Context: an optimization exercise on an open-source flow, tuned for small area. The choices shown serve that exercise and are no tape-out recipe.
Function was not checked in any run shown here: the RTL went through the layout flow alone.
No activity file was given, so power comes from the tool's default toggle rates.

--- design/flow/run.sh ---
#!/bin/bash
# synth_recipe.tcl (not shown) runs the flow's synth.tcl, then flattens the netlist and writes it again
# the make line also repeats each setting of config.mk as NAME=value (left out here)
make -C /OpenROAD-flow-scripts/flow DESIGN_CONFIG=/design/flow/config.mk WORK_HOME=/design/flow/orfs CLKGATE_MAP_FILE= SYNTH_SCRIPT=/design/flow/synth_recipe.tcl finish
--- design/flow/config.mk ---
export PLATFORM = sky130hd
export DESIGN_NAME = mac_row
export DESIGN_NICKNAME = mac_row
export VERILOG_FILES = /design/flow/design.v
export SDC_FILE = /design/flow/constraint.sdc
export NUM_CORES = 4
export LEC_CHECK = 0
export CAP_MARGIN = 20
export CORE_MARGIN = 2
export CORE_UTILIZATION = 60
export CTS_BUF_LIST = sky130_fd_sc_hd__clkbuf_4 sky130_fd_sc_hd__clkbuf_8
export CTS_CLUSTER_SIZE = 30
export SLEW_MARGIN = 20
--- design/flow/constraint.sdc ---
create_clock -name core_clock -period 8.0 [get_ports {clk}]
set_input_delay 1.6000 -clock core_clock [delete_from_list [all_inputs] [get_ports {clk}]]
set_output_delay 1.6000 -clock core_clock [all_outputs]
set_load 0.01 [all_outputs]
--- design/flow/design.v ---
module mac_tile_wrapper (
    clk, en, index, in_weight_flat, w_index_flat, weight_out, w_index_out
);
    input clk;
    input en;                    
    input [1:0] index;           
    input [15:0] in_weight_flat;
    input [7:0] w_index_flat;
    output reg [3:0] weight_out;
    output reg [1:0] w_index_out;
    reg [3:0] w1;
    reg [1:0] c1;
    always @(posedge clk) begin
        w1 <= in_weight_flat[4*index +: 4];
        c1 <= w_index_flat[2*index +: 2];
        if (en) begin
            weight_out <= w1;
            w_index_out <= c1;
        end
    end
endmodule
module mac_row (
    clk, reset, execute, load, a_select,
    nzero_weights_flat, w_indexes_flat,
    in_activation_flat, in_psum_flat, act_index_flat,
    final_psum_flat, load_out
);
    input clk, reset, execute, load, a_select;
    input [31:0] nzero_weights_flat;
    input [15:0] w_indexes_flat;
    input [7:0] in_activation_flat;
    input [79:0] in_psum_flat;
    input [3:0] act_index_flat;
    output [79:0] final_psum_flat;
    output load_out;
    reg load_q, execute_q;
    reg [3:0] a1, a2;
    reg [19:0] psum [0:3];
    wire [1:0] idx = a_select ? act_index_flat[3:2] : act_index_flat[1:0];
    wire [3:0] act = a_select ? in_activation_flat[7:4] : in_activation_flat[3:0];
    wire [3:0] w0, w1;
    wire [1:0] c0, c1;
    mac_tile_wrapper t0 (.clk(clk), .en(execute_q), .index(idx),
        .in_weight_flat(nzero_weights_flat[15:0]), .w_index_flat(w_indexes_flat[7:0]),
        .weight_out(w0), .w_index_out(c0));
    mac_tile_wrapper t1 (.clk(clk), .en(execute_q), .index(idx),
        .in_weight_flat(nzero_weights_flat[31:16]), .w_index_flat(w_indexes_flat[15:8]),
        .weight_out(w1), .w_index_out(c1));
    always @(posedge clk) begin
        execute_q <= execute;
        load_q <= load;
        a1 <= reset ? 4'd0 : act;
        if (reset) a2 <= 4'd0;
        else if (execute_q) a2 <= a1;
    end
    wire [7:0] p0, p1;
    mul4x4 m0 (.a(a2), .b(w0), .p(p0));
    mul4x4 m1 (.a(a2), .b(w1), .p(p1));
    wire [8:0] p01;
    wire [8:0] pc;
    assign pc[0] = 1'b0;
    genvar j;
    generate
        for (j = 0; j < 8; j = j + 1) begin : P01
            assign p01[j] = p0[j] ^ p1[j] ^ pc[j];
            assign pc[j+1] = (p0[j] & p1[j]) | (pc[j] & (p0[j] ^ p1[j]));
        end
    endgenerate
    assign p01[8] = pc[8];
    assign load_out = load_q;
    genvar c;
    generate
        for (c = 0; c < 4; c = c + 1) begin : COL
            wire s0 = execute_q && (c0 == c);
            wire s1 = execute_q && (c1 == c);
            wire [8:0] addend = (s0 && s1) ? p01 : s0 ? {1'b0, p0} : s1 ? {1'b0, p1} : 9'd0;
            wire [19:0] b = {11'd0, addend};
            wire [19:0] sum;
            wire [20:0] cy;
            assign cy[0] = 1'b0;
            for (j = 0; j < 9; j = j + 1) begin : ADD
                assign sum[j] = psum[c][j] ^ b[j] ^ cy[j];
                assign cy[j+1] = (psum[c][j] & b[j]) | (cy[j] & (psum[c][j] ^ b[j]));
            end
            for (j = 9; j < 20; j = j + 1) begin : INC
                wire ci = (j == 15) ? (cy[9] & (&psum[c][14:9])) : cy[j];
                assign sum[j] = psum[c][j] ^ ci;
                assign cy[j+1] = psum[c][j] & ci;
            end
            always @(posedge clk) begin
                if (reset) psum[c] <= 20'd0;
                else if (execute_q && load_q) psum[c] <= in_psum_flat[20*c +: 20];
                else psum[c] <= sum;
            end
            assign final_psum_flat[20*c +: 20] = psum[c];
        end
    endgenerate
endmodule
module mul4x4 (a, b, p);
    input [3:0] a, b;
    output [7:0] p;
    wire [3:0] pp0 = a & {4{b[0]}};
    wire [3:0] pp1 = a & {4{b[1]}};
    wire [3:0] pp2 = a & {4{b[2]}};
    wire [3:0] pp3 = a & {4{b[3]}};
    wire [4:0] r1; wire [4:0] k1;
    assign k1[0] = 1'b0;
    genvar i;
    generate
        for (i = 0; i < 4; i = i + 1) begin : R1
            wire x = (i < 3) ? pp0[i+1] : 1'b0;
            assign r1[i] = x ^ pp1[i] ^ k1[i];
            assign k1[i+1] = (x & pp1[i]) | (k1[i] & (x ^ pp1[i]));
        end
    endgenerate
    assign r1[4] = k1[4];
    wire [4:0] r2; wire [4:0] k2;
    assign k2[0] = 1'b0;
    generate
        for (i = 0; i < 4; i = i + 1) begin : R2
            assign r2[i] = r1[i+1] ^ pp2[i] ^ k2[i];
            assign k2[i+1] = (r1[i+1] & pp2[i]) | (k2[i] & (r1[i+1] ^ pp2[i]));
        end
    endgenerate
    assign r2[4] = k2[4];
    wire [4:0] r3; wire [4:0] k3;
    assign k3[0] = 1'b0;
    generate
        for (i = 0; i < 4; i = i + 1) begin : R3
            assign r3[i] = r2[i+1] ^ pp3[i] ^ k3[i];
            assign k3[i+1] = (r2[i+1] & pp3[i]) | (k3[i] & (r2[i+1] ^ pp3[i]));
        end
    endgenerate
    assign r3[4] = k3[4];
    assign p = {r3, r2[0], r1[0], pp0[0]};
endmodule
==> results of run 1 <==
synthesized netlist by cell type (4+ instances only):
cell,n
sky130_fd_sc_hd__dfxtp_1,102
sky130_fd_sc_hd__nand2_1,96
sky130_fd_sc_hd__inv_1,71
sky130_fd_sc_hd__fa_1,55
sky130_fd_sc_hd__nor2_1,51
sky130_fd_sc_hd__ha_1,49
sky130_fd_sc_hd__a211oi_1,40
sky130_fd_sc_hd__a21oi_1,40
sky130_fd_sc_hd__mux2i_1,27
sky130_fd_sc_hd__a22oi_1,25
sky130_fd_sc_hd__and2_1,24
sky130_fd_sc_hd__clkbuf_1,18
sky130_fd_sc_hd__buf_2,16
sky130_fd_sc_hd__edfxtp_1,12
sky130_fd_sc_hd__mux2_2,10
sky130_fd_sc_hd__mux4_2,10
sky130_fd_sc_hd__xnor2_1,8
sky130_fd_sc_hd__buf_6,5
sky130_fd_sc_hd__nand3b_1,4
sky130_fd_sc_hd__nand4_1,4
logic make-up (layout without fill, tap and decap cells):
family,after synthesis,count (layout)
xor+xnor,8,8
buf+inv,113,333
flops,114,114
mux,54,54
fa+ha+maj,104,104
simple gates,196,196
compound gates,112,112
power breakdown:
group	switching (mW)	internal [mW]	leakage [nW]	total (mW)
registers	0.0328	0.625	0.960	0.658
logic	0.148	0.182	2.73	0.330
clock network	0.242	0.311	0.214	0.552
cell type report:
class	count	area share, %
clock buffer	23	3.06
clock inverter	9	1.09
inverter	71	2.74
multi-input combinational	474	43.1
sequential	114	24.7
tap	143	1.84
timing repair buffer	230	23.5
layer usage:
metal	vias up	share of wire, %
li1	2784	-
met1	2867	38
met2	282	52
met3	52	6.6
met4	0	3.5
met5	-	0
critical path: stages, from the launching register on:
cell	delay, ps
sky130_fd_sc_hd__edfxtp_1	420
sky130_fd_sc_hd__and2_1	190
sky130_fd_sc_hd__ha_1	220
sky130_fd_sc_hd__fa_1	480
sky130_fd_sc_hd__ha_1	210
sky130_fd_sc_hd__fa_1	460
sky130_fd_sc_hd__fa_1	590
sky130_fd_sc_hd__fa_2	490
sky130_fd_sc_hd__fa_1	440
sky130_fd_sc_hd__fa_1	470
sky130_fd_sc_hd__fa_1	470
sky130_fd_sc_hd__fa_1	540
sky130_fd_sc_hd__inv_1	60
sky130_fd_sc_hd__mux2i_1	140
sky130_fd_sc_hd__a22oi_1	120
sky130_fd_sc_hd__fa_2	410
sky130_fd_sc_hd__fa_1	400
sky130_fd_sc_hd__inv_1	100
sky130_fd_sc_hd__nand4_1	100
sky130_fd_sc_hd__nor2_1	160
sky130_fd_sc_hd__ha_1	170
sky130_fd_sc_hd__ha_1	140
sky130_fd_sc_hd__ha_1	170
sky130_fd_sc_hd__ha_1	230
sky130_fd_sc_hd__xnor2_1	210
sky130_fd_sc_hd__a211oi_2	120
sequential cells by signal (all words and copies together) (netlist names):
register,cells
psum,80
a1,4
a2,4
t0.w1,4
t0.weight_out,4
t1.w1,4
t1.weight_out,4
t0.c1,2
t0.w_index_out,2
t1.c1,2
t1.w_index_out,2
execute_q,1
load_q,1
final timing paths:
| check | slack [ps] | end | start |
|---|---|---|---|
| worst min register to register | 390 | t1.weight_out[1]$_DFFE_PP_ | t1.w1[1]$_DFF_P_ |
| worst max register to register | 330 | psum[0][19]$_SDFF_PP0_ | t1.weight_out[1]$_DFFE_PP_ |
| worst max-delay path | 330 | psum[0][19]$_SDFF_PP0_ | t1.weight_out[1]$_DFFE_PP_ |
| worst min-delay path | 390 | t1.weight_out[1]$_DFFE_PP_ | t1.w1[1]$_DFF_P_ |
per-stage QoR:
| step | setup slack (ps) | hold slack [ps] | instance area [sq um] | power (mW) | util (%) |
|---|---|---|---|---|---|
| global route | 9.78 | 399 | 9730 | 1.60 | 84.8 |
| floorplan | 1020 | 386 | 7050 | 0.827 | - |
| detailed placement | 252 | 389 | 9300 | 0.994 | 81.1 |
| global placement | 670 | 387 | 9300 | 0.979 | 81.1 |
| CTS | 153 | 390 | 9700 | 1.54 | 84.6 |
| finish | 334 | 389 | 9730 | 1.54 | 84.8 |
timing repair:
action,4_1_cts,5_1_grt
setup endpoints to repair,0,2
resized for setup,0,7
hold endpoints to repair,0,0
buffers inserted,0,0
==> key figures, run 1 <==
GRT
  • Via count of the first global-routing pass: between 6k and 7k
  • Tot GR Track Use: between 30% and 40%
  • Wire length of the first global-routing pass: 32100 microns
  • Global routing usage on met3: between 6 and 7%
  • Initial antenna violation count: 0
  • Maximum number of pins on one net before global-route repair: 121
  • Overflow left after global routing: 0
  • Met1 GRT Util: 38.1%
  • Met2 Resource Use GR: 59.5%
  • Busiest metal layer after global routing: met2

Die
  • Std-Cell Rows: 39
  • Number of top-level design ports: roughly 230
  • Die outline height: 112 microns
  • Die width: 112 microns
  • Total Die Area: 0.0126 sq mm
  • Floorplan Core Area: ~0.011 sq mm
  • Starting density of the core: 61.5%

Timing
  • Clock tree skew after final layout: 16.5 ps
  • Final setup vio count: 0
  • Summed negative setup slack over all endpoints: 0 ps
  • Final critical-path share of the clock period: 95.8%
  • Highest clock frequency the design can meet: 0.130 GHz
  • Worst Max-Slew Pin Slew: 959 ps
  • Final Max Slew Viols: 0
  • Unrepaired setup endpoints after global routing: no
  • Final-report hold violation count: 0
  • Final critical delay including setup and external delays: 7670 ps
  • Max-slew headroom at the worst pin: 36.1%

Logic synthesis
  • Area share of the largest cell type after synthesis: between 20% and 30%
  • Cell taking the most area after synthesis: sky130_fd_sc_hd__dfxtp_1
  • Register bit count reported by yosys: approximately 110
  • Post-synthesis mux area share: about 10%
  • Post-synthesis xor/xnor area fraction: 0.993%
  • Post-synthesis cell area: 0.00705 sq mm
  • Number of cells produced by synthesis: 701
  • Fraction of the mapped netlist area in simple logic gates: about an eighth
  • Distinct cell type count after synthesis: 38
  • Area share of fa/ha/maj cells after synthesis: 24.3%
  • Average cell area after synthesis: ~10 sq um
  • Top flip-flop cell by instance count after synthesis: sky130_fd_sc_hd__dfxtp_1
  • Synthesized Nets: 950
  • Number of enable-type register cells in the synthesized netlist: 12
  • Share of the yosys chip area belonging to registers: 34.1%
  • Post-synth ARST share: 0%
  • Compound-cell area share of the yosys netlist: 10.8%
  • Combinational family with the most area after synthesis: adder cells
  • Leading post-synthesis cells by cell area: sky130_fd_sc_hd__dfxtp_1 (29%), sky130_fd_sc_hd__fa_1 (16%), sky130_fd_sc_hd__ha_1 (8.7%)
  • Total number of yosys warnings: 3

Worst setup path
  • Startpoint kind of the worst setup timing path: flip-flop
  • Maximum fanout along the worst path: 5
  • R2R depth: 25
  • Worst path arrival time: 7970 ps
  • Path type of the worst setup path: flip-flop to flip-flop
  • WP data required: 8300 ps
  • Nature of the critical path endpoint: flip-flop

Routing
  • Count of TritonRoute iterations in the first routing pass: 6
  • Number of DRC violations after detailed-routing iteration 0: 482
  • Routed via count: 5985
  • Final ANT Viol Nets: 0
  • WL/cell: 19.1 microns
  • # DRC: 0
  • Via density per instance: 5.63
  • Total Routed Length: 20300 microns

Layout
  • Share of layout cells above drive strength 1: 8.58%
  • Most common cell after layout, fill and taps aside: sky130_fd_sc_hd__clkdlybuf4s50_1
  • Combined area of the multi-input logic cells: around 0.0042 sq mm
  • Footprint of the flip-flops and latches: 0.00240 sq mm
  • Area Growth Syn to Fin: 37.9%
  • Most frequent cells in the layout: sky130_fd_sc_hd__clkdlybuf4s50_1 (224), sky130_fd_sc_hd__dfxtp_1 (100), sky130_fd_sc_hd__nand2_1 (95)
  • Final-stage net count: 1157
  • Finished Layout Cells: 1064
  • Antenna cells: 0
  • Filler cells: roughly 600

Power
  • IR Drop Worst-Case VDD: 0.154 mV
  • Total power divided by cell area: 158 mW/mm^2
  • Leakage power summed over all cells: 3.90 nW

Run
  • Number of max-cap violations: 0

Clock network
  • Number of buffers inserted during clock tree synthesis: 17
  • Max clock buf depth: 2
  • CTS tree: yes
  • Clock transition at the register clock pins on the worst setup and hold paths after CTS: 80 ps
  • Number of hold buffers added after CTS: 0
  • # H-tree levels: 4
  • CTS Root Cell: sky130_fd_sc_hd__clkbuf_8
  • Clock Latency Late Sink: 460 ps
  • Clock sink count: roughly 110

Status
  • Status: finished clean

Hold path
  • Worst min-delay path category: flip-flop to flip-flop
  • Count of cells along the worst hold path: 0

Placement
  • Detail Placement HPWL: 15400 microns
  • Buffers on Ports: 225
  • Final Wtd Congestion: around 0.88
  • Cell count after placement: approximately 1.0k
==> run 2, diff against run 1 <==
==> design/flow/config.mk (replaced) <==
export PLATFORM = sky130hd
export DESIGN_NAME = mac_row
export DESIGN_NICKNAME = mac_row
export VERILOG_FILES = /design/flow/design.v
export SDC_FILE = /design/flow/constraint.sdc
export NUM_CORES = 4
export LEC_CHECK = 0
export CAP_MARGIN = 20
export CORE_MARGIN = 2
export CORE_UTILIZATION = 40
export SLEW_MARGIN = 20
==> run 2 against run 1 <==
Die area rose by 48%. Clock-buffer cell count fell by 4. Still clean. Routed wire length decreased by 6.4%. Hold slack better by 8.2 ps. Register-to-register slack better by 120 ps. Final cell count is 7.7% higher. Via count fell by 4.7%. Highest routed layer unchanged.
==> key figures, run 2 <==
Clock network
  • Number of buffers inserted during clock tree synthesis: 17 (unchanged)
  • Clock transition at the register clock pins on the worst setup and hold paths after CTS: 60 ps (was 80 ps)
  • CTS Root Cell: sky130_fd_sc_hd__clkbuf_16 (was sky130_fd_sc_hd__clkbuf_8)
  • Clock Latency Late Sink: 420 ps (was 460 ps)
  • CTS tree: yes (unchanged)
  • Clock sink count: 114 (unchanged)
  • Number of hold buffers added after CTS: 0 (unchanged)
  • # H-tree levels: 4 (unchanged)
  • Max clock buf depth: 2 (unchanged)

Hold path
  • Count of cells along the worst hold path: 0 (unchanged)
  • Worst min-delay path category: flip-flop to flip-flop (unchanged)

Power
  • Leakage power summed over all cells: 4.00 nW (was 3.90 nW)
  • Flop pwr share: 36.8% (was 42.7%)
  • Switching part of the total power: 25.7% (was 27.5%)
  • IR Drop Worst-Case VDD: 0.136 mV (was 0.154 mV)
  • Combinational share of power: 18.2% (was 21.4%)
  • Clock share of power: 45.0% (was 35.9%)
  • Cell internal power dissipation: 1.33 mW (was 1.12 mW)
  • Overall Power: 1.79 mW (was 1.54 mW)
  • Net switching power of the design: 0.460 mW (was 0.423 mW)
  • Total power divided by cell area: 178 mW/mm^2 (was 158 mW/mm^2)

Layout
  • Area Growth Syn to Fin: 42.4% (was 37.9%)
  • Final-stage net count: 1157 (unchanged)
  • Most frequent cells in the layout: sky130_fd_sc_hd__clkdlybuf4s50_1 (224), sky130_fd_sc_hd__dfxtp_1 (100), sky130_fd_sc_hd__nand2_1 (95) (unchanged)
  • Flip-flop count of the largest register, all copies and words added: 80 (unchanged)
  • Most common cell after layout, fill and taps aside: sky130_fd_sc_hd__clkdlybuf4s50_1 (unchanged)
  • Largest register by flop count: psum (unchanged)
  • Share of layout cells above drive strength 1: 8.03% (was 8.58%)
  • Antenna cells: 0 (unchanged)
  • Filler cells: 1497 (was 597)

Logic synthesis
  • Post-synthesis cell area: 0.00705 sq mm (unchanged)
  • Distinct cell type count after synthesis: 38 (unchanged)
  • Number of enable-type register cells in the synthesized netlist: 12 (unchanged)
  • Total number of yosys warnings: 3 (unchanged)
  • Leading post-synthesis cells by cell area: sky130_fd_sc_hd__dfxtp_1 (29%), sky130_fd_sc_hd__fa_1 (16%), sky130_fd_sc_hd__ha_1 (8.7%) (unchanged)
  • Most numerous cell in the Yosys netlist: sky130_fd_sc_hd__dfxtp_1 (unchanged)
  • Share of the yosys chip area belonging to registers: 34.1% (unchanged)
  • Area share of the largest cell type after synthesis: 29.0% (unchanged)
  • Average cell area after synthesis: 10.1 sq um (unchanged)
  • Top cell types by occurrence after synthesis: sky130_fd_sc_hd__dfxtp_1 (102), sky130_fd_sc_hd__nand2_1 (96), sky130_fd_sc_hd__inv_1 (71) (unchanged)
  • Register bit count reported by yosys: 114 (unchanged)
  • Number of cells produced by synthesis: 701 (unchanged)
  • Post-synth ARST share: 0% (unchanged)
  • Synthesized Nets: 950 (unchanged)
  • Cell taking the most area after synthesis: sky130_fd_sc_hd__dfxtp_1 (unchanged)
  • Top flip-flop cell by instance count after synthesis: sky130_fd_sc_hd__dfxtp_1 (unchanged)

Routing
  • Final ANT Viol Nets: 0 (unchanged)
  • # DRC: 0 (unchanged)
  • Total Routed Length: 19000 microns (was 20300 microns)
  • WL/cell: 16.6 microns (was 19.1 microns)
  • Routed via count: 5706 (was 5985)
  • Via density per instance: 4.98 (was 5.63)
  • Number of DRC violations after detailed-routing iteration 0: 232 (was 482)
  • Count of TritonRoute iterations in the first routing pass: 4 (was 6)

Die
  • Number of top-level design ports: 226 (unchanged)
  • Std-Cell Rows: 48 (was 39)
  • Starting density of the core: 40.8% (was 61.5%)
  • Floorplan Core Area: 0.0173 sq mm (was 0.0115 sq mm)
  • Total Die Area: 0.0187 sq mm (was 0.0126 sq mm)
  • Die width: 137 microns (was 112 microns)
  • Die outline height: 137 microns (was 112 microns)

Timing
  • Final setup vio count: 0 (unchanged)
  • Max-slew headroom at the worst pin: 33.7% (was 36.1%)
  • Clock tree skew after final layout: 10.4 ps (was 16.5 ps)
  • Unrepaired setup endpoints after global routing: no (unchanged)
  • Worst Max-Slew Pin Slew: 975 ps (was 959 ps)
  • Final critical delay including setup and external delays: 7550 ps (was 7670 ps)
  • Highest clock frequency the design can meet: 0.132 GHz (was 0.130 GHz)
  • Final-report hold violation count: 0 (unchanged)
  • Final critical-path share of the clock period: 94.4% (was 95.8%)
  • Summed negative setup slack over all endpoints: 0 ps (unchanged)
  • Final Max Slew Viols: 0 (unchanged)

Worst setup path
  • Maximum fanout along the worst path: 5 (unchanged)
  • Startpoint kind of the worst setup timing path: flip-flop (unchanged)
  • R2R depth: 27 (was 25)
  • Nature of the critical path endpoint: flip-flop (unchanged)
  • Worst path arrival time: 7870 ps (was 7970 ps)
  • WP data required: 8320 ps (was 8300 ps)
  • Path type of the worst setup path: flip-flop to flip-flop (unchanged)

GRT
  • Tot GR Track Use: 21.0% (was 33.0%)
  • Maximum number of pins on one net before global-route repair: 121 (unchanged)
  • Overflow left after global routing: 0 (unchanged)
  • Initial antenna violation count: 0 (unchanged)
  • Via count of the first global-routing pass: 5911 (was 6405)
  • Wire length of the first global-routing pass: 30100 microns (was 32100 microns)

Placement
  • Final Wtd Congestion: 0.879 (was 0.882)
  • Buffers on Ports: 225 (unchanged)
  • Detail Placement HPWL: 14600 microns (was 15400 microns)

Status
  • Status: finished clean (unchanged)

Run
  • Number of max-cap violations: 0 (unchanged)
[run 2: worst max-delay path, cell delays in order (launching register included)]
cell and delay, ps:
sky130_fd_sc_hd__edfxtp_1 420, sky130_fd_sc_hd__and2_1 190, sky130_fd_sc_hd__ha_1 190, sky130_fd_sc_hd__inv_1 80
sky130_fd_sc_hd__fa_1 180, sky130_fd_sc_hd__inv_1 60, sky130_fd_sc_hd__fa_1 530, sky130_fd_sc_hd__inv_1 50
sky130_fd_sc_hd__fa_1 370, sky130_fd_sc_hd__inv_1 90, sky130_fd_sc_hd__fa_1 400, sky130_fd_sc_hd__fa_1 570
sky130_fd_sc_hd__fa_1 450, sky130_fd_sc_hd__fa_1 470, sky130_fd_sc_hd__fa_1 460, sky130_fd_sc_hd__fa_1 550
sky130_fd_sc_hd__inv_1 90, sky130_fd_sc_hd__mux2i_1 140, sky130_fd_sc_hd__a22oi_1 130, sky130_fd_sc_hd__fa_1 430
sky130_fd_sc_hd__fa_1 460, sky130_fd_sc_hd__nor3_1 220, sky130_fd_sc_hd__ha_1 180, sky130_fd_sc_hd__ha_1 140
sky130_fd_sc_hd__ha_1 150, sky130_fd_sc_hd__ha_1 150, sky130_fd_sc_hd__xnor2_1 70, sky130_fd_sc_hd__a211oi_1 230
[run 2: stage by stage]
step                      instances  utilization [%]  setup slack (ps)  hold WS, ps  area (sq um)
after floorplan                 701                -              1020          386          7050
after global placement         1114             54.3               576          389          9400
after detailed placement       1114             54.4               421          390          9410
after CTS                      1146             58.1               401          400         10000
after global routing           1146             58.1              5.40          405         10000
final                          1146             58.1               451          398         10000
[run 2: cell families (layout without fill, tap and decap cells)]
family	Yosys count	in the layout	share of synthesized area, %
and+or+nand+nor	196	196	12.5
DFF	114	114	34.1
buffers and inverters	113	333	6.99
AOI/OAI and AO/OA	112	112	10.8
adders and majority gates	104	104	24.3
muxes	54	54	10.4
xor gates and xnor gates	8	8	0.993
[run 2: repair_timing]
action,CTS,global route
setup endpoints to repair,0,3
gates resized for setup,0,2
hold endpoints to repair,0,0
setup buffers,0,0
[run 2: power groups by stage]
stage	Sequential, mW	Combinational [mW]	Clock (mW)
6_report	0.657	0.325	0.804
5_1_grt	0.663	0.358	0.848
4_1_cts	0.657	0.328	0.821
3_5_place_dp	0.669	0.326	0
3_3_place_gp	0.666	0.322	0
2_1_floorplan	0.673	0.155	0
[run 2: path summary, 6_finish.rpt]
path	start	to	slack [ps]
max	t0.weight_out[1]$_DFFE_PP_	psum[2][19]$_SDFF_PP0_	450
min	t1.w1[0]$_DFF_P_	t1.weight_out[0]$_DFFE_PP_	400
max reg2reg	t0.weight_out[1]$_DFFE_PP_	psum[2][19]$_SDFF_PP0_	450
min reg2reg	t1.w1[0]$_DFF_P_	t1.weight_out[0]$_DFFE_PP_	400
[run 2: final cells by class]
| cell class | instances | area (sq um) | area share, % |
|---|---|---|---|
| repair buffers | 230 | 2280 | 22.7 |
| inverters | 71 | 267 | 2.65 |
| well taps | 225 | 282 | 2.80 |
| flip-flops and latches | 114 | 2400 | 23.9 |
| multi-input cells | 474 | 4170 | 41.5 |
| clock buffers | 19 | 464 | 4.62 |
| clock inverters | 13 | 170 | 1.69 |
[run 2: per-layer routing]
metal	routed length, microns	global-route usage [%]	vias up
met5	0	0	-
met4	408	7.27	0
met3	1290	5.74	25
met2	8950	33.8	188
met1	8320	27.4	2707
li1	-	-	2786

-- static timing again, ports no longer ideal --
How much do the figures lean on ideal ports? The routed layouts below were timed once more, with nothing changed but the port constraints.
Step 1 sets driving cells, clkbuf_16 on the clock port and buf_2 on the other inputs (assumed; they add their load-dependent delay and slew).
Step 2, shift: input delay + t, output delay - t, t = (earliest + latest rising clock arrival at the registers) / 2. This alone moves slack from input paths to output paths.
Three values: ideal ports, drivers, drivers and shift; two values: the first two.
run | t, ns | setup slack, ns | worst hold slack (ns) | clock arrival spread, ns | worst slew at a driven data input, ns
run 1 | 0.492 | 0.334 / 0.334 / 0.334 | 0.389 / 0.389 / 0.389 | 0.017 / 0.016 | 0.07
run 2 | 0.455 | 0.451 / 0.451 / 0.451 | 0.398 / 0.398 / 0.398 | 0.010 / 0.011 | 0.07
After both steps every run listed still meets setup and hold.
